This is an optimization exercise on Yosys and OpenROAD, whose aim is small area, not a production implementation.
The RTL was checked by simulation tests, not by an equivalence proof against the original design.
Power figures rest on the tool's default switching activity, not on a simulated workload.

== the previous run ==
==> flow/design.v <==
`timescale 1ns/1ps
module VM(i_clk, i_rst_n, i_buy, i_product, i_money,
          o_busy, o_no_change, o_not_enough, o_other_product,
          o_change, o_strobe_ch, o_product, o_strobe_pr, o_empty);
input           i_clk, i_rst_n, i_buy;
input   [3:0]   i_product;
input   [15:0]  i_money;
output          o_busy, o_no_change, o_not_enough, o_other_product, o_empty;
output  [3:0]   o_product;
output  [15:0]  o_change;
output          o_strobe_ch, o_strobe_pr;
localparam [2:0] S_START = 3'd0,
                 S_ORDER = 3'd1,
                 S_MONEY = 3'd2,
                 S_CALC  = 3'd3,
                 S_SEL   = 3'd4,
                 S_CASH  = 3'd5,
                 S_GIVE  = 3'd6,
                 S_EMPTY = 3'd7;
reg [2:0]  st;
reg        ne, op, pcv, sc, nc;
reg [3:0]  idx;             
localparam [9:0] K100 = 10'd100;    
reg [9:0]  amount_n;
wire [9:0] amount = amount_n ^ K100;
wire [9:0] ab = {ab[8:0] & ~amount[8:0], 1'b1};
reg [15:0] x, y;            
reg [3:0]  rp;              
reg [9:0]  c0, c1, c2, c3, c4, c5, c6, c7, c8, c9, c11;
reg [6:0]  c10;             
wire st_start = st == S_START;
wire st_order = st == S_ORDER;
wire st_money = st == S_MONEY;
wire st_calc  = st == S_CALC;
wire st_sel   = st == S_SEL;
wire st_cash  = st == S_CASH;
wire st_give  = st == S_GIVE;
wire st_empty = st == S_EMPTY;
reg [2:0]  u1, u2, u3, u4, u5, u6, u7, u8, u9;
reg [3:0]  u10;
wire [10:1] nz = {~u10[3], ~(u9[2]&u9[1]), ~(u8[2]&u8[1]), ~(u7[2]&u7[1]), ~(u6[2]&u6[1]),
                  ~(u5[2]&u5[1]), ~(u4[2]&u4[1]), ~(u3[2]&u3[1]), ~(u2[2]&u2[1]), ~(u1[2]&u1[1])};
wire all_zero = ~|nz;
reg  avail;
always @* begin
    case (i_product)
        4'd1: avail = nz[1];
        4'd2: avail = nz[2];
        4'd3: avail = nz[3];
        4'd4: avail = nz[4];
        4'd5: avail = nz[5];
        4'd6: avail = nz[6];
        4'd7: avail = nz[7];
        4'd8: avail = nz[8];
        4'd9: avail = nz[9];
        4'd10: avail = nz[10];
        default: avail = 1'b0;
    endcase
end
wire take = st_order & avail;
wire [10:1] e;
genvar i;
generate for (i = 1; i <= 10; i = i + 1) begin : g_e
    assign e[i] = take & (i_product == i);
end endgenerate
always @(posedge i_clk, negedge i_rst_n) begin
    if (!i_rst_n) begin
        u1 <= 0; u2 <= 0; u3 <= 0; u4 <= 0; u5 <= 0;
        u6 <= 0; u7 <= 0; u8 <= 0; u9 <= 0; u10 <= 0;
    end else begin
        u1 <= u1 ^ ({u1[1]&u1[0], u1[0], 1'b1} & {3{e[1]}});
        u2 <= u2 ^ ({u2[1]&u2[0], u2[0], 1'b1} & {3{e[2]}});
        u3 <= u3 ^ ({u3[1]&u3[0], u3[0], 1'b1} & {3{e[3]}});
        u4 <= u4 ^ ({u4[1]&u4[0], u4[0], 1'b1} & {3{e[4]}});
        u5 <= u5 ^ ({u5[1]&u5[0], u5[0], 1'b1} & {3{e[5]}});
        u6 <= u6 ^ ({u6[1]&u6[0], u6[0], 1'b1} & {3{e[6]}});
        u7 <= u7 ^ ({u7[1]&u7[0], u7[0], 1'b1} & {3{e[7]}});
        u8 <= u8 ^ ({u8[1]&u8[0], u8[0], 1'b1} & {3{e[8]}});
        u9 <= u9 ^ ({u9[1]&u9[0], u9[0], 1'b1} & {3{e[9]}});
        u10 <= u10 ^ ({u10[2]&u10[1]&u10[0], u10[1]&u10[0], u10[0], 1'b1} & {4{e[10]}});
    end
end
reg [15:0] price;
always @* begin
    case (rp)
        4'd4:  price = 16'd1200;
        4'd5, 4'd8, 4'd9: price = 16'd2100;
        4'd7:  price = 16'd1000;
        4'd10: price = 16'd600;
        default: price = 16'd1600;
    endcase
end
reg [15:0] denom;
always @* begin
    case (idx)
        4'd0:  denom = 16'd10000;
        4'd1:  denom = 16'd5000;
        4'd2:  denom = 16'd2000;
        4'd3:  denom = 16'd1000;
        4'd4:  denom = 16'd500;
        4'd5:  denom = 16'd200;
        4'd6:  denom = 16'd100;
        4'd7:  denom = 16'd50;
        4'd8:  denom = 16'd25;
        4'd9:  denom = 16'd10;
        4'd10: denom = 16'd5;
        default: denom = 16'd1;
    endcase
end
wire [15:0] k  = st_calc ? price : denom;
wire [15:0] b  = st_money ? i_money : ~k;
wire [15:0] s0 = x ^ b;
wire [15:0] g0 = x & b;
wire [8:0]  cl;                   
wire [8:0]  ch0, ch1;             
assign cl[0]  = ~st_money;
assign ch0[0] = 1'b0;
assign ch1[0] = 1'b1;
genvar ai;
generate for (ai = 0; ai < 8; ai = ai + 1) begin : g_add
    assign cl[ai+1]  = g0[ai]   | (cl[ai]  & s0[ai]);
    assign ch0[ai+1] = g0[ai+8] | (ch0[ai] & s0[ai+8]);
    assign ch1[ai+1] = g0[ai+8] | (ch1[ai] & s0[ai+8]);
end endgenerate
wire [7:0]  sh = cl[8] ? s0[15:8] ^ ch1[7:0] : s0[15:8] ^ ch0[7:0];
wire        co = cl[8] ? ch1[8] : ch0[8];
wire [16:0] s = {co, sh, s0[7:0] ^ cl[7:0]};
reg         ge_lo;
integer gj;
always @* begin
    ge_lo = 1'b1;
    for (gj = 0; gj < 12; gj = gj + 1)
        ge_lo = (s[gj] & ~price[gj]) | (~(s[gj] ^ price[gj]) & ge_lo);
end
wire        ge_price = (|s[15:12]) | ge_lo;
wire        amt_nz = |amount;
wire        succ = s[16] & amt_nz;            
wire        z = ~|x;                          
wire [11:0] ihot;
genvar gi;
generate for (gi = 0; gi < 12; gi = gi + 1) begin : g_ih
    assign ihot[gi] = idx == gi;
end endgenerate
wire last = ihot[11];
wire [11:0] nhot = {ihot[10:0] & {11{~z}}, last | z};
wire [11:0] mhot;
assign mhot[0]  = i_money == 16'd10000;
assign mhot[1]  = i_money == 16'd5000;
assign mhot[2]  = i_money == 16'd2000;
assign mhot[3]  = i_money == 16'd1000;
assign mhot[4]  = i_money == 16'd500;
assign mhot[5]  = i_money == 16'd200;
assign mhot[6]  = i_money == 16'd100;
assign mhot[7]  = i_money == 16'd50;
assign mhot[8]  = i_money == 16'd25;
assign mhot[9]  = i_money == 16'd10;
assign mhot[10] = i_money == 16'd5;
assign mhot[11] = i_money == 16'd1;
wire [11:0] whot = {mhot[11], 1'b0, mhot[9:8], mhot[7] | mhot[10], mhot[6:0]};
wire [11:0] rs = st_money ? mhot : nhot;
wire [9:0] r = K100 ^ (({10{rs[0]}}  & c0)  | ({10{rs[1]}}  & c1)  | ({10{rs[2]}}  & c2)  |
               ({10{rs[3]}}  & c3)  | ({10{rs[4]}}  & c4)  | ({10{rs[5]}}  & c5)  |
               ({10{rs[6]}}  & c6)  | ({10{rs[7]}}  & c7)  | ({10{rs[8]}}  & c8)  |
               ({10{rs[9]}}  & c9)  | ({10{rs[10]}} & {3'd0, c10}) | ({10{rs[11]}} & c11));
wire [9:0] rc = {rc[8:0] & r[8:0], 1'b1};
wire [9:0] w = st_money ? r ^ rc ^ K100 : amount_n;    
wire [11:0] we = ({12{st_money}} & whot) | ({12{st_cash & sc}} & ihot);
always @(posedge i_clk, negedge i_rst_n) begin
    if (!i_rst_n) begin
        c0 <= 10'd0; c1 <= 10'd0; c2 <= 10'd0; c3 <= 10'd0;
        c4 <= 10'd0; c5 <= 10'd0; c6 <= 10'd0; c7 <= 10'd0;
        c8 <= 10'd0; c9 <= 10'd0; c10 <= 7'd0; c11 <= 10'd0;
    end else begin
        if (we[0])  c0  <= w;
        if (we[1])  c1  <= w;
        if (we[2])  c2  <= w;
        if (we[3])  c3  <= w;
        if (we[4])  c4  <= w;
        if (we[5])  c5  <= w;
        if (we[6])  c6  <= w;
        if (we[7])  c7  <= w;
        if (we[8])  c8  <= w;
        if (we[9])  c9  <= w;
        if (we[10]) c10 <= w[6:0];
        if (we[11]) c11 <= w;
    end
end
always @(posedge i_clk, negedge i_rst_n) begin
    if (!i_rst_n) begin
        amount_n <= 10'd0;
        idx    <= 4'd0;
    end else begin
        if (st_cash) begin
            amount_n <= r ^ K100;
            idx    <= (last | z) ? 4'd0 : idx ^ {&idx[2:0], &idx[1:0], idx[0], 1'b1};
        end else if (st_sel & succ)
            amount_n <= amount_n ^ ab;
    end
end
always @(posedge i_clk) begin
    if (st_order) rp <= i_product;
    if (st_money) y <= s[15:0];
    if (st_order)
        x <= 16'd0;
    else if (st_money | st_calc | (st_sel & succ))
        x <= s[15:0];
    else if (st_cash & nhot[0])
        x <= y;
end
always @(posedge i_clk, negedge i_rst_n) begin
    if (!i_rst_n) begin
        st  <= S_START;
        ne  <= 1'b0;
        op  <= 1'b0;
        pcv <= 1'b0;
        sc  <= 1'b0;
        nc  <= 1'b0;
    end else begin
        ne  <= st_money & ~ge_price;
        op  <= st_order & ~avail;
        pcv <= st_sel & succ;
        case (st)
            S_START: if (all_zero) st <= S_EMPTY;
                     else if (i_buy) st <= S_ORDER;
            S_ORDER: if (avail) st <= S_MONEY;
            S_MONEY: if (ge_price) st <= S_CALC;
            S_CALC:  st <= S_SEL;
            S_SEL:   if (~succ) st <= S_CASH;
            S_CASH:  begin
                if (last & ~z) begin
                    st <= S_SEL; sc <= 1'b1; nc <= 1'b1;
                end else if (z) begin
                    if (sc) begin
                        st <= S_START; sc <= 1'b0; nc <= 1'b0;
                    end else
                        st <= S_GIVE;
                end else
                    st <= S_SEL;
            end
            S_GIVE:  begin st <= S_CALC; sc <= 1'b1; end
            default: ;
        endcase
    end
end
assign o_busy          = ~st_start;
assign o_empty         = st_empty;
assign o_strobe_pr     = st_give;
assign o_product       = {4{st_give}} & rp;
assign o_change        = {16{pcv}} & denom;
assign o_strobe_ch     = sc;
assign o_no_change     = nc;
assign o_not_enough    = ne;
assign o_other_product = op;
endmodule
export LEC_CHECK = 0
export CAP_MARGIN = 20
export CORE_MARGIN = 2
export CORE_UTILIZATION = 75
export SLEW_MARGIN = 20
create_clock -name core_clock -period 8.0 [get_ports {i_clk}]
standard.sh (not shown) runs the stock make flow with config.mk's settings and CLKGATE_MAP_FILE= SYNTH_SCRIPT=/design/flow/synth_recipe.tcl, a recipe that flattens the netlist after the stock synthesis.
==> flow/flow/run.sh <==
#!/bin/bash
set -euo pipefail
W=$(cd "$(dirname "$0")/.." && pwd)
mkdir -p "$W/own"

# synthesis script: ORFS's synth.tcl with the ABC script swapped
sed "s|log_cmd abc {\*}\$abc_args|log_cmd abc -script $W/flow/abc.script {*}[lrange \$abc_args 2 end]|" \
  "$FLOW_HOME/scripts/synth.tcl" > "$W/own/synth.tcl"
grep -q "abc -script $W/flow/abc.script" "$W/own/synth.tcl"
sed "s|source \$::env(SCRIPTS_DIR)/synth.tcl|source $W/own/synth.tcl|" \
  "$W/synth_recipe.tcl" > "$W/own/synth_recipe.tcl"
grep -q "source $W/own/synth.tcl" "$W/own/synth_recipe.tcl"
sed "s|SYNTH_SCRIPT=[^ ]*|SYNTH_SCRIPT=$W/own/synth_recipe.tcl|" "$W/standard.sh" > "$W/own/standard.sh"
grep -q "SYNTH_SCRIPT=$W/own/synth_recipe.tcl" "$W/own/standard.sh"

cd "$W"
bash "$W/own/standard.sh" \
  "BUFFER_PORTS_ARGS=-buffer_cell sky130_fd_sc_hd__buf_2" \
  "CTS_ARGS=-sink_clustering_enable -repair_clock_nets -sink_clustering_size 16 -sink_clustering_max_diameter 60 -buf_list sky130_fd_sc_hd__clkbuf_8 -dont_use_dummy_load" \
  RECOVER_POWER=100 \
  "POST_GLOBAL_ROUTE_TCL=$W/flow/post_grt.tcl" \
  finish > "$W/flow.log" 2>&1
test -s "$W/out/final.def"
==> flow/flow/abc.script <==
strash
&get -n
&st
&dch
&nf -p
&put
topo
==> flow/flow/post_grt.tcl <==
# After the power recovery: repair the slew and capacitance violations it left,
# then setup timing, each followed by legalization and incremental routing.
global_route -start_incremental
repair_design_helper
detailed_placement
global_route -end_incremental
estimate_parasitics -global_routing
global_route -start_incremental
repair_timing_helper
detailed_placement
global_route -end_incremental
estimate_parasitics -global_routing
Both conditions hold for the previous run: the flow ran to the end and the final layout passed the timing, design-rule and antenna checks.
What the current run does differently from the previous run at the input level:
diff --git a/flow/flow/run.sh b/flow/flow/run.sh
--- a/flow/flow/run.sh
+++ b/flow/flow/run.sh
@@ -19 +19 @@
-  "CTS_ARGS=-sink_clustering_enable -repair_clock_nets -sink_clustering_size 16 -sink_clustering_max_diameter 60 -buf_list sky130_fd_sc_hd__clkbuf_8 -dont_use_dummy_load" \
+  "CTS_ARGS=-sink_clustering_enable -repair_clock_nets -sink_clustering_size 20 -sink_clustering_max_diameter 60 -buf_list sky130_fd_sc_hd__clkbuf_8 -dont_use_dummy_load" \
Notes after the runs:
The final layout from the current run, which completed every stage, passed the timing, design-rule and antenna checks at the end of the flow. Between the previous run and the current run, the difference in static power due to leakage is negligible. [compare] base=the previous run new=the current run: final design instance area without fill neither gained nor lost much; number of standard cells in the layout, taps in and fillers out neither gained nor lost much; antenna diode count neither gained nor lost much; worst hold margin lost 0.0031 ns. Compare the previous run and the current run | area fraction of clock buffers and clock inverters higher: the previous run. The current run: first-pass GRT wire length lower than the previous run. Fraction of final layout cells with drive strength greater than 1 essentially unchanged between the current run and the previous run. ~same sequential fraction of total cell area in the previous run and the current run.

## separate check: timing with driven ports
How much do the figures lean on ideal ports? The routed layouts below were timed once more, with nothing changed but the port constraints. Step 1 sets driving cells, clkbuf_16 on the clock port and buf_2 on the other inputs (assumed; they add their load-dependent delay and slew). Step 2 also shifts input and output timing later by t, the mid clock arrival at the registers, as if the neighbouring blocks saw the same clock. a / b / c = no drivers / after step 1 / after step 2; a / b = the first two.
| run | t (ns) | setup WS [ns] | hold slack, ns | worst register clock-pin slew, ns | worst data-port slew with drivers (ns) |
|---|---|---|---|---|---|
| the previous run | 0.530 | 0.304 / 0.324 / -0.207 | 0.473 / 0.473 / 0.473 | 0.10 / 0.10 | 0.03 |
| the current run | 0.534 | 0.275 / 0.296 / -0.238 | 0.470 / 0.470 / 0.470 | 0.12 / 0.12 | 0.03 |
With both steps, setup timing fails in the previous run and the current run, where it was met with ideal ports. For the current run, which loses most, drivers alone change the setup slack by +0.021 ns; drivers and shift together by -0.513 ns.
